This is an optimization exercise on Yosys and OpenROAD, whose aim is small area, a short achievable clock period and few clock cycles per item, not a production implementation. RTL that was checked went through simulation tests only; none was proved equivalent to the original. No functional check of the RTL was part of runs 2, 3 and 6. Power figures rest on the tool's default switching activity, not on a simulated workload.

==> flow/design.v <==
`timescale 1ns/10ps
module mpadd32_shift (CLK, RST_N, s_out, a_in, b_in, write, start, ready);
	input CLK, RST_N;
	input [255:0] a_in, b_in;
	input write, start;
	output [256:0] s_out;
	output ready;
	localparam K  = 8;
	localparam NB = 256 / K;
	reg [255:0]  q;
	reg [NB-1:0] g;      
	reg          cout;
	reg          ready;
	assign s_out = {cout, q};
	wire [NB-1:0] p;
	genvar j, i;
	generate
		for (j = 0; j < NB; j = j + 1) begin : blk
			assign p[j] = &q[j*K +: K];
		end
	endgenerate
	localparam L = 5;   
	wire [NB-1:0] pg [0:L];
	wire [NB-1:0] pp [0:L];
	assign pg[0] = g;
	assign pp[0] = p;
	generate
		for (j = 0; j < L; j = j + 1) begin : lvl
			for (i = 0; i < NB; i = i + 1) begin : node
				if ((i >> j) & 1) begin : comb
					localparam integer S = ((i >> j) << j) - 1;
					assign pg[j+1][i] = pg[j][i] | (pp[j][i] & pg[j][S]);
					assign pp[j+1][i] = pp[j][i] & pp[j][S];
				end else begin : pass
					assign pg[j+1][i] = pg[j][i];
					assign pp[j+1][i] = pp[j][i];
				end
			end
		end
	endgenerate
	wire [NB:0] c = {pg[L], 1'b0} & {(NB+1){start}};
	wire [255:0] t;
	generate
		for (j = 0; j < NB; j = j + 1) begin : inc
			for (i = 0; i < K; i = i + 1) begin : bit_
				if (j == 0) begin : first
					assign t[i] = 1'b0;
				end else if (i == 0) begin : lsb
					assign t[j*K] = c[j];
				end else begin : up
					assign t[j*K+i] = c[j] & (&q[j*K +: i]);
				end
			end
		end
	endgenerate
	wire [255:0]  ws;
	wire [NB-1:0] wg;
	generate
		for (j = 0; j < NB; j = j + 1) begin : add
			assign {wg[j], ws[j*K +: K]} = {1'b0, a_in[j*K +: K]} + {1'b0, b_in[j*K +: K]};
		end
	endgenerate
	always @(posedge CLK) begin
		q    <= write ? ws : q ^ t;
		g    <= write ? wg : (start ? {NB{1'b0}} : g);
		cout <= write ? 1'b0 : cout | c[NB];
		if (~RST_N)
			ready <= 1'b0;
		else
			ready <= start;
	end
endmodule
==> flow/run.sh <==
#!/bin/bash
# synth_recipe.tcl (not shown) runs the flow's synth.tcl, then flattens the netlist and writes it again
# the make line also repeats each setting of config.mk as NAME=value (left out here)
make -C /OpenROAD-flow-scripts/flow DESIGN_CONFIG=/design/flow/config.mk WORK_HOME=/design/flow/orfs CLKGATE_MAP_FILE= SYNTH_SCRIPT=/design/flow/synth_recipe.tcl finish
==> flow/config.mk <==
export PLATFORM = sky130hd
export DESIGN_NAME = mpadd32_shift
export DESIGN_NICKNAME = mpadd32_shift
export VERILOG_FILES = /design/flow/design.v
export SDC_FILE = /design/flow/constraint.sdc
export NUM_CORES = 4
export LEC_CHECK = 0
export CAP_MARGIN = 20
export CORE_MARGIN = 2
export CORE_UTILIZATION = 40
export SLEW_MARGIN = 20
==> flow/constraint.sdc <==
create_clock -name core_clock -period 5.0 [get_ports {CLK}]
set_input_delay 1.0000 -clock core_clock [delete_from_list [all_inputs] [get_ports {CLK}]]
set_output_delay 1.0000 -clock core_clock [all_outputs]
set_load 0.01 [all_outputs]
==> results of run 1 <==
synthesized netlist by cell type, drive strengths merged (2+ instances only):
| cell type | number | area [um^2] |
|---|---|---|
| edfxtp | 40 | 1200 |
| and3 | 36 | 225 |
| o211ai | 5 | 37.5 |
| and4 | 14 | 123 |
| nand3 | 63 | 320 |
| nand3b | 3 | 22.5 |
| a21o | 75 | 563 |
| a21oi | 237 | 1200 |
| buf | 9 | 41.3 |
| nor2b | 39 | 244 |
| o21ai | 187 | 940 |
| nor2 | 99 | 372 |
| fa | 32 | 641 |
| nand4b | 2 | 17.5 |
| dfxtp | 250 | 5000 |
| nand2b | 3 | 18.8 |
| mux2 | 32 | 360 |
| o21a | 5 | 38.8 |
| ha | 287 | 3590 |
| or2 | 4 | 25.0 |
| and2 | 18 | 113 |
| nor3b | 3 | 22.5 |
| nor3 | 25 | 125 |
| a41o | 2 | 20.0 |
| a21boi | 2 | 15.0 |
| or3 | 3 | 23.8 |
| nand2 | 253 | 950 |
| o2111ai | 6 | 58.8 |
| a31oi | 6 | 52.6 |
| o221ai | 2 | 23.8 |
| xor2 | 210 | 1840 |
| o31ai | 12 | 119 |
| a31o | 2 | 17.5 |
| o21bai | 124 | 931 |
| inv | 218 | 818 |
| nand4 | 55 | 357 |
| nor4 | 8 | 71.3 |
| xnor2 | 198 | 1730 |
| mux2i | 2 | 20.0 |
| clkbuf | 57 | 214 |
| a22oi | 2 | 20.0 |
kinds of logic after synthesis:
family,after synthesis,share of synthesized area (%)
xor+xnor,408,15.8
simple gates,629,13.5
buf+inv,284,4.74
fa+ha+maj,319,18.7
flops,290,27.4
compound gates,677,18.3
mux,34,1.68
registers in the layout, indices dropped and copies added (netlist names):
name	cells
cout	1
ready	1
g	32
q	256
where the power goes:
part           switching [mW]  internal [mW]
Combinational            1.84           2.00
Clock                    1.11           1.66
Sequential              0.552           2.84
placed cells by master, fill, tap and decap left out, types with 32 or more instances in the layout:
cell type and instances:
sky130_fd_sc_hd__nand2_1 253, sky130_fd_sc_hd__a21o_1 75, sky130_fd_sc_hd__mux2_2 32, sky130_fd_sc_hd__o21ai_0 173, sky130_fd_sc_hd__dfxtp_1 250, sky130_fd_sc_hd__clkdlybuf4s50_1 771
sky130_fd_sc_hd__edfxtp_1 40, sky130_fd_sc_hd__and3_1 36, sky130_fd_sc_hd__inv_1 217, sky130_fd_sc_hd__fa_1 32, sky130_fd_sc_hd__o21bai_1 124, sky130_fd_sc_hd__clkbuf_16 39
sky130_fd_sc_hd__nor2b_1 39, sky130_fd_sc_hd__xor2_1 210, sky130_fd_sc_hd__xnor2_1 198, sky130_fd_sc_hd__a21oi_1 235, sky130_fd_sc_hd__nand4_1 53, sky130_fd_sc_hd__nor2_1 99
sky130_fd_sc_hd__nand3_1 62, sky130_fd_sc_hd__ha_1 287
per-stage QoR:
step	cells	hold slack [ns]	util, %	cell area [um^2]	setup WS [ns]
2_1_floorplan	2641	0.527	-	22700	2.02
3_3_place_gp	4110	0.546	55.5	31100	1.54
3_5_place_dp	4110	0.562	55.5	31100	1.50
4_1_cts	4178	0.576	57.7	32400	1.50
5_1_grt	4184	0.597	57.7	32400	1.19
6_report	4187	0.574	57.7	32400	1.50
worst min path at each step:
stage	from	slack, ns	cells after the start	endpoint
after global placement	cout	0.55	3	cout
after detailed placement	q[119]	0.56	2	q[119]
after CTS	q[214]	0.58	2	q[214]
final	q[119]	0.57	2	q[119]
after global routing	q[119]	0.60	2	q[119]
after floorplan	cout	0.53	3	cout
critical path, stage by stage (launching register included):
cell	delay, ns
sky130_fd_sc_hd__dfxtp_1	0.33
sky130_fd_sc_hd__and3_1	0.25
sky130_fd_sc_hd__and3_1	0.28
sky130_fd_sc_hd__a21oi_1	0.21
sky130_fd_sc_hd__o221ai_2	0.26
sky130_fd_sc_hd__o31ai_1	0.48
sky130_fd_sc_hd__a21boi_1	0.23
sky130_fd_sc_hd__o31ai_1	0.69
sky130_fd_sc_hd__inv_1	0.11
sky130_fd_sc_hd__ha_1	0.29
sky130_fd_sc_hd__mux2_2	0.25
layer usage:
layer  global-route usage, %  up-vias  wire length [um]
li1                        -    10657                 -
met1                    33.6    10220             35500
met2                    53.0      615             44000
met3                    8.31      150              6230
met4                    11.5       20              3680
met5                       0        -               118
area by class of cell:
type | instances | area, um^2
Sequential cell | 290 | 6210
Multi-Input combinational cell | 2067 | 15400
Antenna cell | 9 | 22.5
Clock buffer | 52 | 1070
Tap cell | 756 | 946
Timing Repair Buffer | 779 | 7790
Inverter | 218 | 818
Clock inverter | 16 | 160
Fill cell | 5148 | 23800
==> impl_metrics.xml, run 1 <==
<?xml version="1.0" encoding="UTF-8"?>
<metrics>
  <group name="routing">
    <metric name="drc" unit="">0</metric>
    <metric name="vias_per_cell" unit="">5.17</metric>
    <metric name="drt-initial-drc-count" unit="">1043</metric>
    <metric name="detailroute.via_count" unit="">21662</metric>
    <metric name="detail_route.wirelength" unit="mm">89.6</metric>
    <metric name="remaining_antenna_violation_count" unit="">0</metric>
    <metric name="dr.pass1.iters" unit="">5</metric>
    <metric name="wl_per_cell" unit="um">21.4</metric>
  </group>
  <group name="floorplanning">
    <metric name="chipHeight" unit="um">242</metric>
    <metric name="die_width" unit="um">242</metric>
    <metric name="initial_util" unit="%">40.3</metric>
    <metric name="floorplan.io_pins" unit="">774</metric>
    <metric name="dieArea" unit="um^2">58600</metric>
    <metric name="fp.coreArea" unit="um^2">56200</metric>
    <metric name="placementRows" unit="">87</metric>
  </group>
  <group name="critical_path">
    <metric name="regToRegStartpoint" unit="">q[82]</metric>
    <metric name="worstSetupStartpointType" unit="">flip-flop</metric>
    <metric name="crit_path_end_kind" unit="">flip-flop</metric>
    <metric name="critical_path_peak_fanout" unit="">8</metric>
    <metric name="worstPathRequired" unit="ns">5.43</metric>
    <metric name="rrSetupSlack" unit="ns">1.50</metric>
    <metric name="worstRegToRegCells" unit="">10</metric>
    <metric name="critPathCapture" unit="">q[216]</metric>
    <metric name="crit_type" unit="">reg -&gt; reg</metric>
    <metric name="critical_register_to_register_path_endpoint" unit="">q[216]</metric>
    <metric name="worst_path_arrival_time" unit="ns">3.93</metric>
    <metric name="critPathLaunch" unit="">q[82]</metric>
  </group>
  <group name="global_route">
    <metric name="grt_pass1_wl" unit="mm">134</metric>
    <metric name="grt_max_degree" unit="">174</metric>
    <metric name="grt_pass1_vias" unit="">22151</metric>
    <metric name="grtUsageTotal" unit="%">29.8</metric>
    <metric name="gr-total-overflow" unit="">0</metric>
    <metric name="grt_antenna_before_repair" unit="">18</metric>
  </group>
  <group name="sta">
    <metric name="finalMaxSlewViolations" unit="">0</metric>
    <metric name="grt_setup_unrepaired" unit="">false</metric>
    <metric name="slew-limit-headroom" unit="%">41.2</metric>
    <metric name="clock_skew" unit="ns">0.0208</metric>
    <metric name="fin_crit" unit="ns">3.50</metric>
    <metric name="totalNegativeSetupSlack" unit="ns">0</metric>
    <metric name="finalSetupViolations" unit="">0</metric>
    <metric name="layout_worst_path_cycle_share" unit="%">69.9</metric>
    <metric name="hold_viol_final" unit="">0</metric>
    <metric name="worst_pin_slew" unit="ns">0.875</metric>
    <metric name="clock.fmax" unit="MHz">286</metric>
  </group>
  <group name="worst_hold_path">
    <metric name="hp_class" unit="">reg -&gt; reg</metric>
  </group>
  <group name="synthesis">
    <metric name="post_synth_inst_count" unit="">2641</metric>
    <metric name="yosys_register_bits" unit="">290</metric>
    <metric name="post_synth_num_cell_types" unit="">71</metric>
    <metric name="asyncSetResetFlopFracSynth" unit="%">0</metric>
    <metric name="synthesis.area_per_instance" unit="um^2">8.58</metric>
    <metric name="ys_seq_area_share" unit="%">27.4</metric>
    <metric name="syn-cell-area" unit="um^2">22700</metric>
    <metric name="synth-warning-count" unit="">1</metric>
    <metric name="synth-main-ff-cell" unit="">sky130_fd_sc_hd__dfxtp_1</metric>
    <metric name="syn_nets" unit="">3476</metric>
    <metric name="synth_enable_flop_cells" unit="">40</metric>
  </group>
  <group name="clock_tree">
    <metric name="cts.hold.buffers_added" unit="">0</metric>
    <metric name="ctsLongestPathBuffers" unit="">3</metric>
    <metric name="clk_lat_worst_skew" unit="ns">0.56</metric>
    <metric name="clkSinkCount" unit="">290</metric>
    <metric name="tritoncts" unit="">yes</metric>
    <metric name="clock-root-buffer" unit="">sky130_fd_sc_hd__clkbuf_16</metric>
    <metric name="worst_setup_hold_path_clk_slew" unit="ns">0.06</metric>
    <metric name="number_of_cells_upsized_or_downsized_after_cts" unit="">0</metric>
    <metric name="htreeDepth" unit="">2</metric>
    <metric name="post_cts_buffers" unit="">0</metric>
    <metric name="numCtsBuffers" unit="">38</metric>
  </group>
  <group name="layout">
    <metric name="finish.net_count" unit="">4229</metric>
    <metric name="synthToLayoutAreaGrowth" unit="%">43.0</metric>
    <metric name="drive_above_1_share" unit="%">3.71</metric>
  </group>
  <group name="power">
    <metric name="p_total" unit="mW">10.0</metric>
    <metric name="power.leakage" unit="nW">13.8</metric>
    <metric name="powerDensity" unit="nW/um^2">309</metric>
    <metric name="peakVddDrop" unit="mV">0.271</metric>
  </group>
  <group name="job">
    <metric name="maxCapViolCount" unit="">0</metric>
  </group>
  <group name="place">
    <metric name="detailed_place_hpwl" unit="mm">75.5</metric>
    <metric name="placement.io_buffers" unit="">773</metric>
    <metric name="place.gp.congestion" unit="">0.949</metric>
  </group>
  <group name="status">
    <metric name="status" unit="">finished clean</metric>
  </group>
</metrics>
Testbench counts, summed over its fixed seeds: cycles 1,032, items 512.
==> run 2, diff against run 1 <==
--- a/flow/design.v
+++ b/flow/design.v
@@ -21,3 +21,3 @@
 	endgenerate
-	localparam L = 5;   
+	localparam L = $clog2(NB);
 	wire [NB-1:0] pg [0:L];
==> impl_metrics.xml, run 2 <==
<?xml version="1.0" encoding="UTF-8"?>
<metrics>
  <group name="global_route">
    <metric name="grt_pass1_wl" unit="mm">134</metric>
    <metric name="gr-total-overflow" unit="">0</metric>
    <metric name="grtUsageTotal" unit="%">29.8</metric>
    <metric name="grt_pass1_vias" unit="">22151</metric>
    <metric name="grt_max_degree" unit="">174</metric>
    <metric name="grt_antenna_before_repair" unit="">18</metric>
  </group>
  <group name="clock_tree">
    <metric name="ctsLongestPathBuffers" unit="">3</metric>
    <metric name="tritoncts" unit="">yes</metric>
    <metric name="clock-root-buffer" unit="">sky130_fd_sc_hd__clkbuf_16</metric>
    <metric name="post_cts_buffers" unit="">0</metric>
    <metric name="clk_lat_worst_skew" unit="ns">0.56</metric>
    <metric name="worst_setup_hold_path_clk_slew" unit="ns">0.06</metric>
    <metric name="numCtsBuffers" unit="">38</metric>
    <metric name="cts.hold.buffers_added" unit="">0</metric>
    <metric name="number_of_cells_upsized_or_downsized_after_cts" unit="">0</metric>
    <metric name="clkSinkCount" unit="">290</metric>
    <metric name="htreeDepth" unit="">2</metric>
  </group>
  <group name="routing">
    <metric name="vias_per_cell" unit="">5.17</metric>
    <metric name="dr.pass1.iters" unit="">5</metric>
    <metric name="detail_route.wirelength" unit="mm">89.6</metric>
    <metric name="drt-initial-drc-count" unit="">1043</metric>
    <metric name="wl_per_cell" unit="um">21.4</metric>
    <metric name="drc" unit="">0</metric>
    <metric name="remaining_antenna_violation_count" unit="">0</metric>
    <metric name="detailroute.via_count" unit="">21662</metric>
  </group>
  <group name="critical_path">
    <metric name="regToRegStartpoint" unit="">q[82]</metric>
    <metric name="worstPathRequired" unit="ns">5.43</metric>
    <metric name="crit_path_end_kind" unit="">flip-flop</metric>
    <metric name="critPathMaxStageDelay" unit="ns">0.69</metric>
    <metric name="cp.depth" unit="">10</metric>
    <metric name="critical_path.cell_chain" unit="">and3_1 -&gt; and3_1 -&gt; a21oi_1 -&gt; o221ai_2 -&gt; o31ai_1 -&gt; a21boi_1 -&gt; o31ai_1 -&gt; inv_1 -&gt; ha_1 -&gt; mux2_2</metric>
    <metric name="worstSetupStartpointType" unit="">flip-flop</metric>
    <metric name="worst_path_arrival_time" unit="ns">3.93</metric>
    <metric name="cpMaxStageDelayCell" unit="">sky130_fd_sc_hd__o31ai_1</metric>
    <metric name="critical_path_peak_fanout" unit="">8</metric>
    <metric name="crit_type" unit="">reg -&gt; reg</metric>
    <metric name="critical_path_buf_inv_count" unit="">1</metric>
    <metric name="timing.critical_path.max_delay_family" unit="">compound AO/OA/AOI/OAI gates</metric>
    <metric name="critPathLaunch" unit="">q[82]</metric>
    <metric name="worstRegToRegCells" unit="">10</metric>
  </group>
  <group name="floorplanning">
    <metric name="dieArea" unit="um^2">58600</metric>
    <metric name="chipHeight" unit="um">242</metric>
    <metric name="placementRows" unit="">87</metric>
    <metric name="floorplan.io_pins" unit="">774</metric>
    <metric name="initial_util" unit="%">40.3</metric>
    <metric name="die_width" unit="um">242</metric>
    <metric name="fp.coreArea" unit="um^2">56200</metric>
  </group>
  <group name="layout">
    <metric name="mostFrequentLayoutCell" unit="">sky130_fd_sc_hd__clkdlybuf4s50_1</metric>
    <metric name="largest-register" unit="">q</metric>
    <metric name="final_cell_mix" unit="">sky130_fd_sc_hd__clkdlybuf4s50_1 (771), sky130_fd_sc_hd__ha_1 (287), sky130_fd_sc_hd__nand2_1 (253)</metric>
    <metric name="largest_register_ff_count" unit="">256</metric>
    <metric name="synthToLayoutAreaGrowth" unit="%">43.0</metric>
    <metric name="finish.net_count" unit="">4229</metric>
    <metric name="biggest_registers_after_layout" unit="">q: 256 flops, g: 32 flops</metric>
    <metric name="drive_above_1_share" unit="%">3.71</metric>
    <metric name="n_fill_cell" unit="">5148</metric>
  </group>
  <group name="synthesis">
    <metric name="synthesis.area_per_instance" unit="um^2">8.58</metric>
    <metric name="yosys_register_bits" unit="">290</metric>
    <metric name="asyncSetResetFlopFracSynth" unit="%">0</metric>
    <metric name="post_synth_xor_area_fraction" unit="%">15.8</metric>
    <metric name="synth-warning-count" unit="">1</metric>
    <metric name="synthMostInstantiatedCell" unit="">sky130_fd_sc_hd__ha_1</metric>
    <metric name="synth_enable_flop_cells" unit="">40</metric>
    <metric name="synth_top_area_cell" unit="">sky130_fd_sc_hd__dfxtp_1</metric>
    <metric name="synth.mux.area_fraction" unit="%">1.68</metric>
    <metric name="synth_top_area_share" unit="%">22.1</metric>
    <metric name="synth_simple_gate_area_share" unit="%">13.5</metric>
    <metric name="syn-cell-area" unit="um^2">22700</metric>
    <metric name="dominant_combinational_cell_family_by_area_after_synthesis" unit="">adder cells</metric>
    <metric name="synth_top_cells_by_area" unit="">sky130_fd_sc_hd__dfxtp_1 (22%), sky130_fd_sc_hd__ha_1 (16%), sky130_fd_sc_hd__xor2_1 (8.1%)</metric>
    <metric name="synth_fa_ha_area_share" unit="%">18.7</metric>
    <metric name="synth-main-ff-cell" unit="">sky130_fd_sc_hd__dfxtp_1</metric>
    <metric name="post_synth_inst_count" unit="">2641</metric>
    <metric name="syn_nets" unit="">3476</metric>
    <metric name="ys_seq_area_share" unit="%">27.4</metric>
    <metric name="synth_compound_gate_area_share" unit="%">18.3</metric>
    <metric name="synthTopCellsByCount" unit="">sky130_fd_sc_hd__ha_1 (287), sky130_fd_sc_hd__nand2_1 (253), sky130_fd_sc_hd__dfxtp_1 (250)</metric>
    <metric name="post_synth_num_cell_types" unit="">71</metric>
  </group>
  <group name="sta">
    <metric name="layout_worst_path_cycle_share" unit="%">69.9</metric>
    <metric name="totalNegativeSetupSlack" unit="ns">0</metric>
    <metric name="hold_viol_final" unit="">0</metric>
    <metric name="hold-worst-slack" unit="ns">0.574</metric>
    <metric name="worst_pin_slew" unit="ns">0.875</metric>
    <metric name="clock.fmax" unit="MHz">286</metric>
    <metric name="setup_slack_after_layout" unit="ns">1.50</metric>
    <metric name="finalSetupViolations" unit="">0</metric>
    <metric name="slew-limit-headroom" unit="%">41.2</metric>
    <metric name="fin_crit" unit="ns">3.50</metric>
    <metric name="grt_setup_unrepaired" unit="">false</metric>
    <metric name="clock_skew" unit="ns">0.0208</metric>
    <metric name="finalMaxSlewViolations" unit="">0</metric>
  </group>
  <group name="worst_hold_path">
    <metric name="hp_class" unit="">reg -&gt; reg</metric>
    <metric name="worstHoldPathCells" unit="">2</metric>
    <metric name="hold_path.startpoint" unit="">q[119]</metric>
  </group>
  <group name="place">
    <metric name="dpl_worst_slack" unit="ns">1.50</metric>
    <metric name="placement.io_buffers" unit="">773</metric>
    <metric name="detailed_place_hpwl" unit="mm">75.5</metric>
    <metric name="place.gp.congestion" unit="">0.949</metric>
  </group>
  <group name="status">
    <metric name="status" unit="">finished clean</metric>
  </group>
  <group name="job">
    <metric name="maxCapViolCount" unit="">0</metric>
  </group>
  <group name="power">
    <metric name="powerDensity" unit="nW/um^2">309</metric>
    <metric name="peakVddDrop" unit="mV">0.271</metric>
    <metric name="power.leakage" unit="nW">13.8</metric>
  </group>
</metrics>
-- run 2: stage by stage --
stage	instances	power, mW	instance area [um^2]	utilization (%)
after floorplan	2641	5.15	22700	-
after CTS	4178	10.1	32400	57.7
final	4187	10.0	32400	57.7
after detailed placement	4110	7.27	31100	55.5
after global routing	4184	10.6	32400	57.7
after global placement	4110	7.22	31100	55.5
-- run 2: cell families (layout without fill, tap and decap cells) --
family          Yosys count  in the layout
compound gates          677            677
mux                      34             34
xor+xnor                408            408
buf+inv                 284           1065
other cells               0              9
fa+ha+maj               319            319
flops                   290            290
simple gates            629            629
-- run 2: worst paths after layout --
kind                 end  slack (ns)
hold / removal    q[119]        0.57
hold reg to reg   q[119]        0.57
setup reg to reg  q[216]        1.50
setup / recovery  q[216]        1.50
-- run 2: routing by layer --
layer  up-vias  wire [um]  track usage [%]
li1      10657          -                -
met1     10220      35500             33.6
met2       615      44000             53.0
met3       150       6230             8.31
met4        20       3680             11.5
met5         -        118                0
-- run 2: tightest hold or removal path: cells and delay by family (launching register included) --
family          cells  cell delay [ns]
compound gates      1             0.10
xor+xnor            1             0.08
flops               1             0.36
-- run 2: layout make-up --
class / count / area, um^2 / area share (%)
tap: 756 / 946 / 2.92
clock buffer: 52 / 1070 / 3.32
sequential: 290 / 6210 / 19.1
timing repair buffer: 779 / 7790 / 24.1
multi-input combinational: 2067 / 15400 / 47.5
antenna: 9 / 22.5 / 0.0695
clock inverter: 16 / 160 / 0.494
inverter: 218 / 818 / 2.53
-- run 2: power by group --
part / internal [mW] / switching [mW]
logic: 2.00 / 1.84
registers: 2.84 / 0.552
clock network: 1.66 / 1.11
total: 6.51 / 3.50
==> run 3, diff against run 2 <==
==> flow/flow/run.sh (new file) <==
#!/bin/bash
# The standard layout, with the port buffers made from buf_1 cells
# instead of the default delay buffers.
set -euo pipefail
export BUFFER_PORTS_ARGS="-buffer_cell sky130_fd_sc_hd__buf_1"
bash standard.sh > standard.log 2>&1
==> flow/standard.sh (new file) <==
#!/bin/bash
# synth_recipe.tcl (not shown) runs the flow's synth.tcl, then flattens the netlist and writes it again
# the make line also repeats each setting of config.mk as NAME=value (left out here)
make -C /OpenROAD-flow-scripts/flow DESIGN_CONFIG=/design/flow/config.mk WORK_HOME=/design/flow/orfs CLKGATE_MAP_FILE= SYNTH_SCRIPT=/design/flow/synth_recipe.tcl "${@:-finish}"
removed: flow/run.sh
==> impl_metrics.xml, run 3 <==
<?xml version="1.0" encoding="UTF-8"?>
<metrics>
  <group name="status">
    <metric name="status" unit="">finished clean</metric>
  </group>
  <group name="synthesis">
    <metric name="synth_enable_flop_cells" unit="">40</metric>
    <metric name="synth-main-ff-cell" unit="">sky130_fd_sc_hd__dfxtp_1</metric>
    <metric name="synth_compound_gate_area_share" unit="%">18.3</metric>
    <metric name="synth.mux.area_fraction" unit="%">1.68</metric>
    <metric name="synth_top_area_share" unit="%">22.1</metric>
    <metric name="post_synth_num_cell_types" unit="">71</metric>
    <metric name="dominant_combinational_cell_family_by_area_after_synthesis" unit="">adder cells</metric>
    <metric name="asyncSetResetFlopFracSynth" unit="%">0</metric>
    <metric name="synthesis.area_per_instance" unit="um^2">8.58</metric>
    <metric name="synth-warning-count" unit="">1</metric>
    <metric name="ys_seq_area_share" unit="%">27.4</metric>
    <metric name="synthMostInstantiatedCell" unit="">sky130_fd_sc_hd__ha_1</metric>
    <metric name="synth_fa_ha_area_share" unit="%">18.7</metric>
    <metric name="syn-cell-area" unit="um^2">22700</metric>
    <metric name="post_synth_xor_area_fraction" unit="%">15.8</metric>
    <metric name="synth_simple_gate_area_share" unit="%">13.5</metric>
    <metric name="yosys_register_bits" unit="">290</metric>
    <metric name="synth_top_area_cell" unit="">sky130_fd_sc_hd__dfxtp_1</metric>
    <metric name="syn_nets" unit="">3476</metric>
    <metric name="synthTopCellsByCount" unit="">sky130_fd_sc_hd__ha_1 (287), sky130_fd_sc_hd__nand2_1 (253), sky130_fd_sc_hd__dfxtp_1 (250)</metric>
    <metric name="synth_top_cells_by_area" unit="">sky130_fd_sc_hd__dfxtp_1 (22%), sky130_fd_sc_hd__ha_1 (16%), sky130_fd_sc_hd__xor2_1 (8.1%)</metric>
    <metric name="post_synth_inst_count" unit="">2641</metric>
  </group>
  <group name="routing">
    <metric name="drt-initial-drc-count" unit="">766</metric>
    <metric name="drc" unit="">0</metric>
    <metric name="route.met2.wl" unit="mm">36.7</metric>
    <metric name="met3_wirelength" unit="mm">4.77</metric>
    <metric name="vias_per_cell" unit="">4.96</metric>
    <metric name="dr.pass1.iters" unit="">5</metric>
    <metric name="wl_per_cell" unit="um">17.8</metric>
    <metric name="wire_length_on_met1" unit="mm">31.0</metric>
    <metric name="detail_route.wirelength" unit="mm">74.5</metric>
    <metric name="route.top_layer_used" unit="">met5</metric>
    <metric name="detailroute.via_count" unit="">20738</metric>
    <metric name="remaining_antenna_violation_count" unit="">0</metric>
  </group>
  <group name="layout">
    <metric name="n_fill_cell" unit="">5641</metric>
    <metric name="final_cell_mix" unit="">sky130_fd_sc_hd__buf_1 (771), sky130_fd_sc_hd__ha_1 (287), sky130_fd_sc_hd__nand2_1 (253)</metric>
    <metric name="mostFrequentLayoutCell" unit="">sky130_fd_sc_hd__buf_1</metric>
    <metric name="drive_above_1_share" unit="%">3.71</metric>
    <metric name="largest_register_ff_count" unit="">256</metric>
    <metric name="finish.net_count" unit="">4231</metric>
    <metric name="synthToLayoutAreaGrowth" unit="%">21.8</metric>
    <metric name="biggest_registers_after_layout" unit="">q: 256 flops, g: 32 flops</metric>
    <metric name="largest-register" unit="">q</metric>
  </group>
  <group name="power">
    <metric name="powerDensity" unit="nW/um^2">327</metric>
    <metric name="power.leakage" unit="nW">11.7</metric>
    <metric name="peakVddDrop" unit="mV">0.202</metric>
  </group>
  <group name="sta">
    <metric name="finalSetupViolations" unit="">0</metric>
    <metric name="hold_viol_final" unit="">0</metric>
    <metric name="worst_pin_slew" unit="ns">1.14</metric>
    <metric name="grt_setup_unrepaired" unit="">false</metric>
    <metric name="layout_worst_path_cycle_share" unit="%">69.4</metric>
    <metric name="fin_crit" unit="ns">3.47</metric>
    <metric name="totalNegativeSetupSlack" unit="ns">0</metric>
    <metric name="clock.fmax" unit="MHz">288</metric>
    <metric name="slew-limit-headroom" unit="%">24.0</metric>
    <metric name="finalMaxSlewViolations" unit="">0</metric>
    <metric name="clock_skew" unit="ns">0.0182</metric>
    <metric name="setup_slack_after_layout" unit="ns">1.53</metric>
  </group>
  <group name="floorplanning">
    <metric name="fp.coreArea" unit="um^2">56200</metric>
    <metric name="die_width" unit="um">242</metric>
    <metric name="initial_util" unit="%">40.3</metric>
    <metric name="dieArea" unit="um^2">58600</metric>
    <metric name="placementRows" unit="">87</metric>
    <metric name="floorplan.io_pins" unit="">774</metric>
    <metric name="chipHeight" unit="um">242</metric>
  </group>
  <group name="critical_path">
    <metric name="crit_path_end_kind" unit="">flip-flop</metric>
    <metric name="critPathMaxStageDelay" unit="ns">0.70</metric>
    <metric name="worstSetupStartpointType" unit="">flip-flop</metric>
    <metric name="crit_type" unit="">reg -&gt; reg</metric>
    <metric name="critical_path.cell_chain" unit="">nand4_2 -&gt; nor4_1 -&gt; a21oi_1 -&gt; nor4_2 -&gt; o31a_1 -&gt; o2111ai_2 -&gt; a31oi_4 -&gt; and2_1 -&gt; ha_1 -&gt; mux2_2</metric>
    <metric name="worst_path_arrival_time" unit="ns">3.90</metric>
    <metric name="worstPathRequired" unit="ns">5.43</metric>
    <metric name="critical_path_peak_fanout" unit="">8</metric>
    <metric name="cpMaxStageDelayCell" unit="">sky130_fd_sc_hd__nor4_1</metric>
  </group>
  <group name="clock_tree">
    <metric name="clk_lat_worst_skew" unit="ns">0.54</metric>
    <metric name="worst_setup_hold_path_clk_slew" unit="ns">0.06</metric>
    <metric name="numCtsBuffers" unit="">37</metric>
    <metric name="clock-root-buffer" unit="">sky130_fd_sc_hd__clkbuf_16</metric>
    <metric name="ctsLongestPathBuffers" unit="">3</metric>
    <metric name="number_of_cells_upsized_or_downsized_after_cts" unit="">0</metric>
    <metric name="cts.hold.buffers_added" unit="">0</metric>
    <metric name="tritoncts" unit="">yes</metric>
    <metric name="clkSinkCount" unit="">290</metric>
    <metric name="htreeDepth" unit="">2</metric>
    <metric name="post_cts_buffers" unit="">0</metric>
  </group>
  <group name="global_route">
    <metric name="grtUsageTotal" unit="%">24.6</metric>
    <metric name="grt_antenna_before_repair" unit="">4</metric>
    <metric name="grt_pass1_vias" unit="">20013</metric>
    <metric name="grt_max_degree" unit="">243</metric>
    <metric name="grt_pass1_wl" unit="mm">113</metric>
    <metric name="gr-total-overflow" unit="">0</metric>
  </group>
  <group name="place">
    <metric name="placement.io_buffers" unit="">773</metric>
    <metric name="detailed_place_hpwl" unit="mm">62.6</metric>
    <metric name="dpl_worst_slack" unit="ns">1.44</metric>
    <metric name="place.gp.congestion" unit="">0.945</metric>
  </group>
  <group name="job">
    <metric name="maxCapViolCount" unit="">0</metric>
  </group>
  <group name="worst_hold_path">
    <metric name="hp_class" unit="">reg -&gt; reg</metric>
  </group>
</metrics>
-- run 3: cell counts after synthesis --
Identical to the previous run, type by type.
-- run 3: metrics by stage --
step | utilization, % | hold WS (ns) | instance area (um^2) | power (mW) | instances
6_report | 49.2 | 0.574 | 27600 | 9.03 | 4184
5_1_grt | 49.1 | 0.602 | 27600 | 9.60 | 4183
4_1_cts | 49.1 | 0.578 | 27600 | 9.13 | 4181
3_5_place_dp | 46.9 | 0.564 | 26400 | 6.33 | 4113
3_3_place_gp | 46.9 | 0.556 | 26400 | 6.32 | 4113
2_1_floorplan | - | 0.527 | 22700 | 5.15 | 2641
-- run 3: power by group --
part / switching, mW / internal, mW
clock network: 1.06 / 1.68
logic: 1.70 / 1.22
registers: 0.522 / 2.84
-- run 3: layout make-up --
cell class                      instances  area (um^2)  area share [%]
Antenna cell                            3         7.51          0.0272
Clock buffer                           54         1100            3.99
Clock inverter                         14          148           0.535
Inverter                              218          818            2.96
Multi-Input combinational cell       2067        15400            55.7
Sequential cell                       290         6210            22.5
Tap cell                              756          946            3.43
Timing Repair Buffer                  782         3000            10.9
-- run 3: layer usage --
| layer | global-route usage, % | vias up |
|---|---|---|
| met5 | 0 | - |
| met4 | 6.66 | 4 |
| met3 | 5.95 | 97 |
| met2 | 43.8 | 526 |
| met1 | 29.4 | 9445 |
| li1 | - | 10666 |
-- run 3: kinds of logic after synthesis --
kind of cell | after synthesis
adders and majority gates | 319
xor gates and xnor gates | 408
DFF | 290
and+or+nand+nor | 629
buffers and inverters | 284
AOI/OAI and AO/OA | 677
muxes | 34
-- run 3: worst max-delay path: cells and delay by family, from the launching register on --
kind / cells / cell delay (ns)
AO/OA/AOI/OAI: 4 / 1.02
multiplexers: 1 / 0.25
adder cells (fa/ha/maj): 1 / 0.21
flip-flops: 1 / 0.41
AND/OR/NAND/NOR: 4 / 1.45
-- run 3: final timing paths --
path / startpoint / to / slack (ns) / cells past startpoint
setup reg to reg: q[114] / q[248] / 1.53 / 10
setup / recovery: q[114] / q[248] / 1.53 / 10
hold / removal: q[214] / q[214] / 0.57 / 2
hold reg to reg: q[214] / q[214] / 0.57 / 2
==> run 4, diff against run 3 <==
--- a/flow/design.v
+++ b/flow/design.v
@@ -21,3 +21,3 @@
 	endgenerate
-	localparam L = $clog2(NB);
+	localparam L = 5;   
 	wire [NB-1:0] pg [0:L];
--- a/flow/config.mk
+++ b/flow/config.mk
@@ -10,2 +10,3 @@
 export CORE_UTILIZATION = 40
+export SETUP_SLACK_MARGIN = 2.5
 export SLEW_MARGIN = 20
==> impl_metrics.xml, run 4 <==
<?xml version="1.0" encoding="UTF-8"?>
<metrics>
  <group name="status">
    <metric name="status" unit="">finished clean</metric>
  </group>
  <group name="layout">
    <metric name="final_core_utilization" unit="%">55.3</metric>
    <metric name="biggest_registers_after_layout" unit="">q: 256 flops, g: 32 flops</metric>
    <metric name="synthToLayoutAreaGrowth" unit="%">37.0</metric>
    <metric name="largest-register" unit="">q</metric>
    <metric name="mostFrequentLayoutCell" unit="">sky130_fd_sc_hd__buf_1</metric>
    <metric name="finish.net_count" unit="">4372</metric>
    <metric name="n_fill_cell" unit="">5315</metric>
    <metric name="drive_above_1_share" unit="%">19.4</metric>
    <metric name="largest_register_ff_count" unit="">256</metric>
    <metric name="final_cell_mix" unit="">sky130_fd_sc_hd__buf_1 (769), sky130_fd_sc_hd__ha_1 (239), sky130_fd_sc_hd__a21oi_1 (227)</metric>
  </group>
  <group name="sta">
    <metric name="slew-limit-headroom" unit="%">41.6</metric>
    <metric name="fin_crit" unit="ns">2.84</metric>
    <metric name="finalMaxSlewViolations" unit="">0</metric>
    <metric name="finalSetupViolations" unit="">0</metric>
    <metric name="totalNegativeSetupSlack" unit="ns">0</metric>
    <metric name="grt_setup_unrepaired" unit="">true</metric>
    <metric name="clock.fmax" unit="MHz">352</metric>
    <metric name="hold_viol_final" unit="">0</metric>
    <metric name="layout_worst_path_cycle_share" unit="%">56.7</metric>
    <metric name="worst_pin_slew" unit="ns">0.876</metric>
    <metric name="setup_slack_after_layout" unit="ns">2.16</metric>
    <metric name="clock_skew" unit="ns">0.0182</metric>
  </group>
  <group name="power">
    <metric name="power.leakage" unit="nW">12.8</metric>
    <metric name="powerDensity" unit="nW/um^2">308</metric>
    <metric name="peakVddDrop" unit="mV">0.256</metric>
  </group>
  <group name="clock_tree">
    <metric name="clk_lat_worst_skew" unit="ns">0.55</metric>
    <metric name="ctsLongestPathBuffers" unit="">3</metric>
    <metric name="numCtsBuffers" unit="">37</metric>
    <metric name="htreeDepth" unit="">2</metric>
    <metric name="cts.hold.buffers_added" unit="">0</metric>
    <metric name="worst_setup_hold_path_clk_slew" unit="ns">0.06</metric>
    <metric name="clkSinkCount" unit="">290</metric>
    <metric name="tritoncts" unit="">yes</metric>
    <metric name="clock-root-buffer" unit="">sky130_fd_sc_hd__clkbuf_16</metric>
  </group>
  <group name="synthesis">
    <metric name="synth_top_cells_by_area" unit="">sky130_fd_sc_hd__dfxtp_1 (22%), sky130_fd_sc_hd__ha_1 (16%), sky130_fd_sc_hd__xor2_1 (8.1%)</metric>
    <metric name="synthTopCellsByCount" unit="">sky130_fd_sc_hd__ha_1 (287), sky130_fd_sc_hd__nand2_1 (253), sky130_fd_sc_hd__dfxtp_1 (250)</metric>
    <metric name="synth_enable_flop_cells" unit="">40</metric>
    <metric name="post_synth_inst_count" unit="">2641</metric>
    <metric name="yosys_register_bits" unit="">290</metric>
    <metric name="synth-main-ff-cell" unit="">sky130_fd_sc_hd__dfxtp_1</metric>
    <metric name="ys_seq_area_share" unit="%">27.4</metric>
    <metric name="asyncSetResetFlopFracSynth" unit="%">0</metric>
    <metric name="synth_top_area_share" unit="%">22.1</metric>
    <metric name="syn_nets" unit="">3476</metric>
    <metric name="syn-cell-area" unit="um^2">22700</metric>
    <metric name="synth-warning-count" unit="">1</metric>
    <metric name="post_synth_num_cell_types" unit="">71</metric>
    <metric name="synth_top_area_cell" unit="">sky130_fd_sc_hd__dfxtp_1</metric>
    <metric name="synthMostInstantiatedCell" unit="">sky130_fd_sc_hd__ha_1</metric>
    <metric name="synthesis.area_per_instance" unit="um^2">8.58</metric>
  </group>
  <group name="floorplanning">
    <metric name="placementRows" unit="">87</metric>
    <metric name="initial_util" unit="%">40.3</metric>
    <metric name="dieArea" unit="um^2">58600</metric>
    <metric name="die_width" unit="um">242</metric>
    <metric name="fp.coreArea" unit="um^2">56200</metric>
    <metric name="chipHeight" unit="um">242</metric>
    <metric name="floorplan.io_pins" unit="">774</metric>
  </group>
  <group name="critical_path">
    <metric name="worst_path_arrival_time" unit="ns">3.28</metric>
    <metric name="crit_path_end_kind" unit="">flip-flop</metric>
    <metric name="worstPathRequired" unit="ns">5.44</metric>
    <metric name="critical_path_peak_fanout" unit="">5</metric>
    <metric name="worstSetupStartpointType" unit="">flip-flop</metric>
    <metric name="crit_type" unit="">reg -&gt; reg</metric>
  </group>
  <group name="global_route">
    <metric name="grt.met1_usage" unit="%">29.6</metric>
    <metric name="groute.layer.met3.usage" unit="%">6.51</metric>
    <metric name="grt_antenna_before_repair" unit="">11</metric>
    <metric name="grt_pass1_wl" unit="mm">117</metric>
    <metric name="groute.layer.met2.usage" unit="%">46.2</metric>
    <metric name="grt.busiest_layer" unit="">met2</metric>
    <metric name="gr-total-overflow" unit="">0</metric>
    <metric name="grtUsageTotal" unit="%">25.4</metric>
    <metric name="grt_max_degree" unit="">141</metric>
    <metric name="grt_pass1_vias" unit="">20714</metric>
  </group>
  <group name="routing">
    <metric name="detailroute.via_count" unit="">21607</metric>
    <metric name="remaining_antenna_violation_count" unit="">0</metric>
    <metric name="dr.pass1.iters" unit="">5</metric>
    <metric name="drc" unit="">0</metric>
    <metric name="wl_per_cell" unit="um">18.2</metric>
    <metric name="detail_route.wirelength" unit="mm">78.8</metric>
    <metric name="vias_per_cell" unit="">5.00</metric>
    <metric name="drt-initial-drc-count" unit="">858</metric>
  </group>
  <group name="place">
    <metric name="placement.io_buffers" unit="">773</metric>
    <metric name="place.gp.congestion" unit="">0.906</metric>
    <metric name="dpl_worst_slack" unit="ns">1.45</metric>
    <metric name="detailed_place_hpwl" unit="mm">63.1</metric>
  </group>
  <group name="worst_hold_path">
    <metric name="hp_class" unit="">reg -&gt; reg</metric>
  </group>
  <group name="job">
    <metric name="maxCapViolCount" unit="">0</metric>
  </group>
</metrics>
==> run 4: cell counts after synthesis <==
Identical to the previous run, type by type.
==> run 4: layout make-up <==
type	instances	area (um^2)	share of cell area, %
clock inverter	12	143	0.459
antenna	2	5.00	0.0161
clock buffer	52	1070	3.45
inverter	218	823	2.65
sequential	290	6400	20.6
tap	756	946	3.05
timing repair buffer	923	4260	13.7
multi-input combinational	2067	17400	56.0
==> run 4: final timing paths <==
check                           startpoint      to  slack, ns  cells after the start
worst max-delay path                 q[58]  q[216]       2.16                     11
worst min-delay path                q[135]  q[135]       0.54                      2
worst max register to register       q[58]  q[216]       2.16                     11
worst min register to register      q[135]  q[135]       0.54                      2
==> run 4: cell families after synthesis <==
kind of cell,Yosys count,synth area share (%)
adder cells (fa/ha/maj),319,18.7
buffers and inverters,284,4.74
AO/OA/AOI/OAI,677,18.3
AND/OR/NAND/NOR,629,13.5
flip-flops,290,27.4
multiplexers,34,1.68
XOR/XNOR,408,15.8
==> run 4: power by group <==
group / internal (mW) / switching [mW] / total [mW]
logic: 1.49 / 1.93 / 3.42
clock network: 1.65 / 1.06 / 2.71
registers: 2.89 / 0.550 / 3.44
total: 6.03 / 3.54 / 9.57
==> run 4: per-stage QoR <==
step | power [mW] | std cells | hold slack (ns) | instance area [um^2]
5_1_grt | 10.1 | 4320 | 0.563 | 31000
3_5_place_dp | 6.43 | 4112 | 0.546 | 27100
3_3_place_gp | 6.42 | 4112 | 0.530 | 27100
4_1_cts | 9.35 | 4242 | 0.548 | 29400
6_report | 9.57 | 4320 | 0.541 | 31000
2_1_floorplan | 5.23 | 2641 | 0.527 | 23400
==> run 4: worst max-delay path: stages, from the launching register on <==
cell and delay (ns):
sky130_fd_sc_hd__dfxtp_1 0.34, sky130_fd_sc_hd__nand4_1 0.14, sky130_fd_sc_hd__nor2_2 0.07, sky130_fd_sc_hd__o211ai_1 0.40, sky130_fd_sc_hd__o221ai_4 0.20, sky130_fd_sc_hd__buf_6 0.17
sky130_fd_sc_hd__o31ai_4 0.38, sky130_fd_sc_hd__a21boi_4 0.12, sky130_fd_sc_hd__o31ai_4 0.33, sky130_fd_sc_hd__inv_2 0.09, sky130_fd_sc_hd__ha_4 0.22, sky130_fd_sc_hd__mux2_4 0.26
==> run 4: routing by layer <==
layer	routed length (um)	part of all wire (%)
met1	32000	41
met3	4820	6.1
met4	1670	2.1
met5	103	0.13
met2	40200	51
==> run 4: what timing repair did <==
| item | CTS | global route |
|---|---|---|
| buffers inserted | 66 | 76 |
| gates resized for setup | 175 | 307 |
| endpoints found under the setup margin | 193 | 211 |
| pin swaps | 71 | 145 |
Testbench counts of run 4, summed over its fixed seeds: cycles 1,032, items 512.
==> run 5, diff against run 4 <==
--- a/flow/config.mk
+++ b/flow/config.mk
@@ -10,3 +10,3 @@
 export CORE_UTILIZATION = 40
-export SETUP_SLACK_MARGIN = 2.5
+export SETUP_SLACK_MARGIN = 3.0
 export SLEW_MARGIN = 20
==> impl_metrics.xml, run 5 <==
<?xml version="1.0" encoding="UTF-8"?>
<metrics>
  <group name="global_route">
    <metric name="grt_pass1_vias" unit="">23447</metric>
    <metric name="gr-total-overflow" unit="">0</metric>
    <metric name="grt_max_degree" unit="">153</metric>
    <metric name="grt_antenna_before_repair" unit="">16</metric>
    <metric name="grt_pass1_wl" unit="mm">134</metric>
    <metric name="grtUsageTotal" unit="%">29.1</metric>
  </group>
  <group name="floorplanning">
    <metric name="chipHeight" unit="um">242</metric>
    <metric name="fp.coreArea" unit="um^2">56200</metric>
    <metric name="die_width" unit="um">242</metric>
    <metric name="initial_util" unit="%">40.3</metric>
    <metric name="placementRows" unit="">87</metric>
    <metric name="floorplan.io_pins" unit="">774</metric>
    <metric name="dieArea" unit="um^2">58600</metric>
  </group>
  <group name="synthesis">
    <metric name="ys_seq_area_share" unit="%">27.4</metric>
    <metric name="synth-warning-count" unit="">1</metric>
    <metric name="syn-cell-area" unit="um^2">22700</metric>
    <metric name="synthesis.area_per_instance" unit="um^2">8.58</metric>
    <metric name="yosys_register_bits" unit="">290</metric>
    <metric name="syn_nets" unit="">3476</metric>
    <metric name="post_synth_num_cell_types" unit="">71</metric>
    <metric name="asyncSetResetFlopFracSynth" unit="%">0</metric>
    <metric name="synthTopCellsByCount" unit="">sky130_fd_sc_hd__ha_1 (287), sky130_fd_sc_hd__nand2_1 (253), sky130_fd_sc_hd__dfxtp_1 (250)</metric>
    <metric name="synth-main-ff-cell" unit="">sky130_fd_sc_hd__dfxtp_1</metric>
    <metric name="synth_top_area_cell" unit="">sky130_fd_sc_hd__dfxtp_1</metric>
    <metric name="synth_top_cells_by_area" unit="">sky130_fd_sc_hd__dfxtp_1 (22%), sky130_fd_sc_hd__ha_1 (16%), sky130_fd_sc_hd__xor2_1 (8.1%)</metric>
    <metric name="post_synth_inst_count" unit="">2641</metric>
    <metric name="synth_enable_flop_cells" unit="">40</metric>
    <metric name="synthMostInstantiatedCell" unit="">sky130_fd_sc_hd__ha_1</metric>
    <metric name="synth_top_area_share" unit="%">22.1</metric>
  </group>
  <group name="power">
    <metric name="powerDensity" unit="nW/um^2">301</metric>
    <metric name="power.leakage" unit="nW">15.2</metric>
    <metric name="peakVddDrop" unit="mV">0.236</metric>
  </group>
  <group name="routing">
    <metric name="met3_wirelength" unit="mm">6.55</metric>
    <metric name="vias_per_cell" unit="">5.18</metric>
    <metric name="wire_length_on_met1" unit="mm">34.5</metric>
    <metric name="drc" unit="">0</metric>
    <metric name="drt-initial-drc-count" unit="">1186</metric>
    <metric name="dr.pass1.iters" unit="">5</metric>
    <metric name="remaining_antenna_violation_count" unit="">0</metric>
    <metric name="wl_per_cell" unit="um">20.1</metric>
    <metric name="detail_route.wirelength" unit="mm">90.4</metric>
    <metric name="detailroute.via_count" unit="">23314</metric>
    <metric name="route.top_layer_used" unit="">met5</metric>
    <metric name="route.met2.wl" unit="mm">45.3</metric>
  </group>
  <group name="critical_path">
    <metric name="worstSetupStartpointType" unit="">flip-flop</metric>
    <metric name="crit_type" unit="">reg -&gt; reg</metric>
    <metric name="critical_path.cell_chain" unit="">nor3_2 -&gt; o31ai_2 -&gt; o211ai_1 -&gt; buf_4 -&gt; o221ai_4 -&gt; buf_12 -&gt; o31a_1 -&gt; buf_4 -&gt; buf_4 -&gt; o31ai_4 -&gt; buf_6 -&gt; inv_4 -&gt; ha_4 -&gt; mux2_2</metric>
    <metric name="critPathMostFrequentCell" unit="">sky130_fd_sc_hd__buf_4</metric>
    <metric name="critical_path_peak_fanout" unit="">7</metric>
    <metric name="rrSetupSlack" unit="ns">2.08</metric>
    <metric name="crit_path_end_kind" unit="">flip-flop</metric>
    <metric name="cpMaxStageDelayCell" unit="">sky130_fd_sc_hd__edfxtp_1</metric>
    <metric name="worstPathRequired" unit="ns">5.42</metric>
    <metric name="critical_path_buf_inv_count" unit="">6</metric>
    <metric name="worst_path_arrival_time" unit="ns">3.35</metric>
    <metric name="timing.critical_path.max_delay_family" unit="">compound AO/OA/AOI/OAI gates</metric>
    <metric name="critPathMaxStageDelay" unit="ns">0.43</metric>
  </group>
  <group name="clock_tree">
    <metric name="numCtsBuffers" unit="">36</metric>
    <metric name="clk_lat_worst_skew" unit="ns">0.54</metric>
    <metric name="tritoncts" unit="">yes</metric>
    <metric name="htreeDepth" unit="">2</metric>
    <metric name="clkSinkCount" unit="">290</metric>
    <metric name="cts.hold.buffers_added" unit="">0</metric>
    <metric name="clock-root-buffer" unit="">sky130_fd_sc_hd__clkbuf_16</metric>
    <metric name="ctsLongestPathBuffers" unit="">3</metric>
    <metric name="worst_setup_hold_path_clk_slew" unit="ns">0.06</metric>
  </group>
  <group name="place">
    <metric name="detailed_place_hpwl" unit="mm">70.0</metric>
    <metric name="placement.io_buffers" unit="">773</metric>
    <metric name="place.gp.congestion" unit="">1.01</metric>
  </group>
  <group name="sta">
    <metric name="clock_skew" unit="ns">0.0159</metric>
    <metric name="clock.fmax" unit="MHz">342</metric>
    <metric name="slew-limit-headroom" unit="%">55.0</metric>
    <metric name="grt_setup_unrepaired" unit="">true</metric>
    <metric name="worst_pin_slew" unit="ns">0.676</metric>
    <metric name="finalMaxSlewViolations" unit="">0</metric>
    <metric name="layout_worst_path_cycle_share" unit="%">58.5</metric>
    <metric name="hold_viol_final" unit="">0</metric>
    <metric name="fin_crit" unit="ns">2.92</metric>
    <metric name="totalNegativeSetupSlack" unit="ns">0</metric>
    <metric name="finalSetupViolations" unit="">0</metric>
  </group>
  <group name="worst_hold_path">
    <metric name="hp_class" unit="">reg -&gt; reg</metric>
  </group>
  <group name="layout">
    <metric name="synthToLayoutAreaGrowth" unit="%">56.7</metric>
    <metric name="biggest_registers_after_layout" unit="">q: 256 flops, g: 32 flops</metric>
    <metric name="largest_register_ff_count" unit="">256</metric>
    <metric name="final_cell_mix" unit="">sky130_fd_sc_hd__buf_1 (412), sky130_fd_sc_hd__buf_4 (325), sky130_fd_sc_hd__buf_6 (291)</metric>
    <metric name="n_fill_cell" unit="">4739</metric>
    <metric name="final_core_utilization" unit="%">63.2</metric>
    <metric name="finish.net_count" unit="">4551</metric>
    <metric name="mostFrequentLayoutCell" unit="">sky130_fd_sc_hd__buf_1</metric>
    <metric name="drive_above_1_share" unit="%">40.2</metric>
    <metric name="largest-register" unit="">q</metric>
  </group>
  <group name="status">
    <metric name="status" unit="">finished clean</metric>
  </group>
  <group name="job">
    <metric name="maxCapViolCount" unit="">0</metric>
  </group>
</metrics>
[run 5: cell type report]
type                       instances  area (um^2)  share of cell area (%)
antenna                            7         17.5                  0.0493
tap                              756          946                    2.66
clock buffer                      58         1060                    3.00
clock inverter                     6         33.8                  0.0951
sequential                       290         6930                    19.5
inverter                         218          831                    2.34
multi-input combinational       2068        17800                    50.2
timing repair buffer            1102         7870                    22.2
[run 5: what timing repair did]
item,in CTS,in global routing
hold endpoints to repair,0,0
gates cloned,1,0
buffers inserted,188,134
pin swaps,297,212
endpoints found under the setup margin,571,540
resized for setup,1240,298
[run 5: cells by family after synthesis]
kind of cell | Yosys count | share of synthesized area [%]
AO/OA/AOI/OAI | 677 | 18.3
XOR/XNOR | 408 | 15.8
adder cells (fa/ha/maj) | 319 | 18.7
buffers and inverters | 284 | 4.74
flip-flops | 290 | 27.4
multiplexers | 34 | 1.68
AND/OR/NAND/NOR | 629 | 13.5
[run 5: path summary, 6_finish.rpt]
check	from	to	cells after the start
setup / recovery	g[6]	q[200]	14
hold reg to reg	q[127]	q[127]	2
hold / removal	q[127]	q[127]	2
setup reg to reg	g[6]	q[200]	14
[run 5: worst register-to-register path, delay by kind of cell (launching register included)]
| family | cells | cell delay (ns) |
|---|---|---|
| and+or+nand+nor | 1 | 0.24 |
| AOI/OAI and AO/OA | 5 | 0.86 |
| muxes | 1 | 0.25 |
| DFF | 1 | 0.43 |
| buffers and inverters | 6 | 0.83 |
| adders and majority gates | 1 | 0.20 |
[run 5: where the power goes]
group,internal (mW),switching [mW],leakage [nW],total [mW]
sequential,3.00,0.594,2.59,3.60
combinational,2.38,2.18,12.1,4.57
clock,1.46,1.06,0.537,2.51
total,6.84,3.84,15.2,10.7
[run 5: layer usage]
layer / up-vias / global-route usage (%)
met4: 16 / 10.9
met5: - / 0
li1: 11336 / -
met1: 11034 / 32.6
met2: 728 / 52.6
met3: 200 / 7.63
[run 5: per-stage QoR]
step | cells | setup WS [ns] | power (mW) | cell area (um^2) | hold WS, ns
finish | 4505 | 2.08 | 10.7 | 35500 | 0.544
global route | 4502 | 1.95 | 11.2 | 35500 | 0.571
CTS | 4364 | 2.15 | 10.2 | 33500 | 0.538
detailed placement | 4111 | 1.42 | 6.64 | 27800 | 0.545
global placement | 4111 | 1.54 | 6.57 | 27800 | 0.536
floorplan | 2641 | 2.27 | 5.35 | 24300 | 0.533
==> run 6, diff against run 5 <==
--- a/flow/design.v
+++ b/flow/design.v
@@ -11,2 +11,3 @@
 	reg [NB-1:0] g;      
+	reg [NB-1:0] p;      
 	reg          cout;
@@ -14,9 +15,3 @@
 	assign s_out = {cout, q};
-	wire [NB-1:0] p;
 	genvar j, i;
-	generate
-		for (j = 0; j < NB; j = j + 1) begin : blk
-			assign p[j] = &q[j*K +: K];
-		end
-	endgenerate
 	localparam L = 5;   
@@ -57,4 +52,6 @@
 	wire [NB-1:0] wg;
+	wire [NB-1:0] wp;
 	generate
 		for (j = 0; j < NB; j = j + 1) begin : add
+			assign wp[j] = &(a_in[j*K +: K] ^ b_in[j*K +: K]);
 			assign {wg[j], ws[j*K +: K]} = {1'b0, a_in[j*K +: K]} + {1'b0, b_in[j*K +: K]};
@@ -65,2 +62,4 @@
 		g    <= write ? wg : (start ? {NB{1'b0}} : g);
+		if (write)
+			p <= wp;
 		cout <= write ? 1'b0 : cout | c[NB];
--- a/flow/config.mk
+++ b/flow/config.mk
@@ -10,3 +10,3 @@
 export CORE_UTILIZATION = 40
-export SETUP_SLACK_MARGIN = 3.0
+export SETUP_SLACK_MARGIN = 2.5
 export SLEW_MARGIN = 20
==> impl_metrics.xml, run 6 <==
<?xml version="1.0" encoding="UTF-8"?>
<metrics>
  <group name="status">
    <metric name="status" unit="">finished clean</metric>
  </group>
  <group name="worst_hold_path">
    <metric name="hp_class" unit="">reg -&gt; reg</metric>
  </group>
  <group name="layout">
    <metric name="final_core_utilization" unit="%">50.9</metric>
    <metric name="mostFrequentLayoutCell" unit="">sky130_fd_sc_hd__buf_1</metric>
    <metric name="synthToLayoutAreaGrowth" unit="%">26.2</metric>
    <metric name="biggest_registers_after_layout" unit="">q: 256 flops, g: 32 flops, p: 31 flops</metric>
    <metric name="n_fill_cell" unit="">6063</metric>
    <metric name="drive_above_1_share" unit="%">7.97</metric>
    <metric name="largest_register_ff_count" unit="">256</metric>
    <metric name="largest-register" unit="">q</metric>
    <metric name="final_cell_mix" unit="">sky130_fd_sc_hd__buf_1 (771), sky130_fd_sc_hd__ha_1 (276), sky130_fd_sc_hd__nand2_1 (262)</metric>
    <metric name="finish.net_count" unit="">4565</metric>
  </group>
  <group name="sta">
    <metric name="hold-worst-slack" unit="ns">0.513</metric>
    <metric name="worst_pin_slew" unit="ns">0.937</metric>
    <metric name="slew-limit-headroom" unit="%">37.6</metric>
    <metric name="finalSetupViolations" unit="">0</metric>
    <metric name="finalMaxSlewViolations" unit="">0</metric>
    <metric name="clock_skew" unit="ns">0.0273</metric>
    <metric name="clock.fmax" unit="MHz">391</metric>
    <metric name="totalNegativeSetupSlack" unit="ns">0</metric>
    <metric name="hold_viol_final" unit="">0</metric>
    <metric name="grt_setup_unrepaired" unit="">true</metric>
    <metric name="layout_worst_path_cycle_share" unit="%">51.1</metric>
    <metric name="fin_crit" unit="ns">2.56</metric>
  </group>
  <group name="critical_path">
    <metric name="crit_path_end_kind" unit="">flip-flop</metric>
    <metric name="worstSetupStartpointType" unit="">flip-flop</metric>
    <metric name="critical_path.cell_chain" unit="">a21oi_1 -&gt; o21a_2 -&gt; a2bb2oi_4 -&gt; buf_12 -&gt; buf_16 -&gt; a211oi_4 -&gt; or2_4 -&gt; a32o_1 -&gt; ha_1 -&gt; mux2_2</metric>
    <metric name="critical_path_peak_fanout" unit="">7</metric>
    <metric name="worstPathRequired" unit="ns">5.45</metric>
    <metric name="worst_path_arrival_time" unit="ns">3.01</metric>
    <metric name="critPathMaxStageDelay" unit="ns">0.45</metric>
    <metric name="crit_type" unit="">reg -&gt; reg</metric>
    <metric name="cpMaxStageDelayCell" unit="">sky130_fd_sc_hd__edfxtp_1</metric>
  </group>
  <group name="global_route">
    <metric name="grtUsageTotal" unit="%">25.9</metric>
    <metric name="grt_max_degree" unit="">163</metric>
    <metric name="grt_antenna_before_repair" unit="">9</metric>
    <metric name="grt_pass1_vias" unit="">22601</metric>
    <metric name="gr-total-overflow" unit="">0</metric>
    <metric name="grt_pass1_wl" unit="mm">129</metric>
  </group>
  <group name="routing">
    <metric name="drc" unit="">0</metric>
    <metric name="detail_route.wirelength" unit="mm">88.0</metric>
    <metric name="remaining_antenna_violation_count" unit="">0</metric>
    <metric name="vias_per_cell" unit="">5.23</metric>
    <metric name="dr.pass1.iters" unit="">5</metric>
    <metric name="detailroute.via_count" unit="">24106</metric>
    <metric name="wl_per_cell" unit="um">19.1</metric>
    <metric name="drt-initial-drc-count" unit="">1444</metric>
  </group>
  <group name="clock_tree">
    <metric name="numCtsBuffers" unit="">40</metric>
    <metric name="clkSinkCount" unit="">321</metric>
    <metric name="clk_lat_worst_skew" unit="ns">0.56</metric>
    <metric name="clock-root-buffer" unit="">sky130_fd_sc_hd__clkbuf_16</metric>
    <metric name="tritoncts" unit="">yes</metric>
    <metric name="worst_setup_hold_path_clk_slew" unit="ns">0.06</metric>
    <metric name="cts.hold.buffers_added" unit="">0</metric>
    <metric name="htreeDepth" unit="">2</metric>
    <metric name="ctsLongestPathBuffers" unit="">3</metric>
  </group>
  <group name="floorplanning">
    <metric name="dieArea" unit="um^2">64200</metric>
    <metric name="placementRows" unit="">91</metric>
    <metric name="floorplan.io_pins" unit="">774</metric>
    <metric name="fp.coreArea" unit="um^2">61600</metric>
    <metric name="die_width" unit="um">253</metric>
    <metric name="chipHeight" unit="um">253</metric>
    <metric name="initial_util" unit="%">40.4</metric>
  </group>
  <group name="synthesis">
    <metric name="synth_top_area_cell" unit="">sky130_fd_sc_hd__dfxtp_1</metric>
    <metric name="syn-cell-area" unit="um^2">24900</metric>
    <metric name="syn_nets" unit="">3745</metric>
    <metric name="yosys_register_bits" unit="">321</metric>
    <metric name="synth_fa_ha_area_share" unit="%">17.0</metric>
    <metric name="synth-warning-count" unit="">1</metric>
    <metric name="synth_top_area_share" unit="%">20.1</metric>
    <metric name="dominant_combinational_cell_family_by_area_after_synthesis" unit="">compound AO/OA/AOI/OAI gates</metric>
    <metric name="post_synth_num_cell_types" unit="">78</metric>
    <metric name="asyncSetResetFlopFracSynth" unit="%">0</metric>
    <metric name="synthTopCellsByCount" unit="">sky130_fd_sc_hd__ha_1 (287), sky130_fd_sc_hd__o21ai_0 (265), sky130_fd_sc_hd__nand2_1 (264)</metric>
    <metric name="ys_seq_area_share" unit="%">28.7</metric>
    <metric name="synth_simple_gate_area_share" unit="%">14.9</metric>
    <metric name="post_synth_inst_count" unit="">2910</metric>
    <metric name="synth.mux.area_fraction" unit="%">2.94</metric>
    <metric name="synth_compound_gate_area_share" unit="%">19.8</metric>
    <metric name="post_synth_xor_area_fraction" unit="%">12.1</metric>
    <metric name="synth_top_cells_by_area" unit="">sky130_fd_sc_hd__dfxtp_1 (20%), sky130_fd_sc_hd__ha_1 (14%), sky130_fd_sc_hd__edfxtp_1 (8.6%)</metric>
    <metric name="synth_enable_flop_cells" unit="">71</metric>
    <metric name="synthMostInstantiatedCell" unit="">sky130_fd_sc_hd__ha_1</metric>
    <metric name="synth-main-ff-cell" unit="">sky130_fd_sc_hd__dfxtp_1</metric>
    <metric name="synthesis.area_per_instance" unit="um^2">8.55</metric>
  </group>
  <group name="power">
    <metric name="powerDensity" unit="nW/um^2">327</metric>
    <metric name="peakVddDrop" unit="mV">0.206</metric>
    <metric name="power.leakage" unit="nW">12.7</metric>
  </group>
  <group name="job">
    <metric name="maxCapViolCount" unit="">0</metric>
  </group>
  <group name="place">
    <metric name="placement.io_buffers" unit="">773</metric>
    <metric name="detailed_place_hpwl" unit="mm">70.8</metric>
    <metric name="place.gp.congestion" unit="">0.899</metric>
  </group>
</metrics>
-- run 6: changes by cell type after synthesis, sizes merged, moves of 10 or more --
cell / delta
a211oi: +16
and3: -22
edfxtp: +31
mux2i: +34
nand2: +11
nand4: +47
nor2: +59
o211ai: +46
o21a: +10
o21ai: +86
o21bai: -72
o31ai: -10
or4: +17
xor2: -62
-- run 6: path summary, 6_finish.rpt --
path / start / end / slack (ns) / depth (start not counted)
max: p[9] / q[248] / 2.44 / 10
min: q[151] / q[151] / 0.51 / 2
max reg2reg: p[9] / q[248] / 2.44 / 10
min reg2reg: q[151] / q[151] / 0.51 / 2
-- run 6: power by group --
part	leakage [nW]	internal (mW)	switching, mW
Sequential	2.82	3.19	0.585
Combinational	9.20	1.49	2.07
Clock	0.650	1.74	1.19
Total	12.7	6.42	3.84
-- run 6: routing by layer --
metal	part of all wire [%]	track usage (%)
met3	7.3	6.06
met1	42	31.7
met4	2.5	7.90
met2	49	44.9
met5	0.025	0
-- run 6: critical path: cells and delay by family (launching register included) --
kind            cells  cell delay (ns)
mux                 1             0.25
buf+inv             2             0.31
compound gates      5             0.91
flops               1             0.45
simple gates        1             0.25
fa+ha+maj           1             0.27
-- run 6: final cells by class --
class,count,area (um^2),area share [%]
flip-flops and latches,321,7140,22.7
clock inverters,10,91.3,0.291
multi-input cells,2291,17300,55.2
repair buffers,852,3680,11.7
diodes,8,20.0,0.0638
inverters,224,850,2.71
clock buffers,64,1220,3.90
well taps,837,1050,3.34
-- run 6: kinds of logic (layout without fill, tap and decap cells) --
group                      after synthesis  in the layout
AOI/OAI and AO/OA                      794            795
and+or+nand+nor                        765            765
xor gates and xnor gates               343            343
DFF                                    321            321
adders and majority gates              319            319
buffers and inverters                  299           1150
muxes                                   69             69
other                                    0              8
-- run 6: metrics by stage --
stage	setup WS, ns	instances	area [um^2]	power (mW)
after global routing	2.31	4604	31400	10.9
after CTS	2.41	4567	30700	10.2
after detailed placement	1.51	4455	28800	7.16
after global placement	1.57	4455	28800	7.15
after floorplan	2.43	2910	25000	5.83
final	2.44	4607	31400	10.3
-- run 6: timing repair --
item / in CTS / in global routing
buffers inserted: 37 / 30
resized for setup: 57 / 95
gates cloned: 1 / 2
pin swaps: 18 / 63
endpoints found under the setup margin: 130 / 113

[what the ideal ports hide]
How much do the figures lean on ideal ports? The routed layouts below were timed once more, with nothing changed but the port constraints.
Step 1: set_driving_cell puts a clkbuf_16 on CLK and a buf_2 on each other input, an assumption about the parent block.
Step 2 adds t to the input delays and takes it off the output delays; t is the mean of the earliest and latest rising clock arrival at the registers after step 1. Input paths then give back, and output paths get back, about the clock's delay inside the block.
a / b / c = no drivers / after step 1 / after step 2; a / b = the first two.
run	t (ns)	setup slack, ns	pins driven straight from the clock port
run 1	0.606	1.504 / 1.504 / 1.458	1
run 2	0.606	1.504 / 1.504 / 1.458	1
run 3	0.597	1.530 / 1.530 / 1.530	1
run 4	0.602	2.163 / 2.163 / 1.902	1
run 5	0.595	2.077 / 2.077 / 1.977	1
run 6	0.613	2.444 / 2.444 / 1.876	1
After both steps setup and hold are still met in every run listed. The setup slack of run 6, which loses most, moves by 0.000 ns with the drivers and by -0.568 ns with both steps.
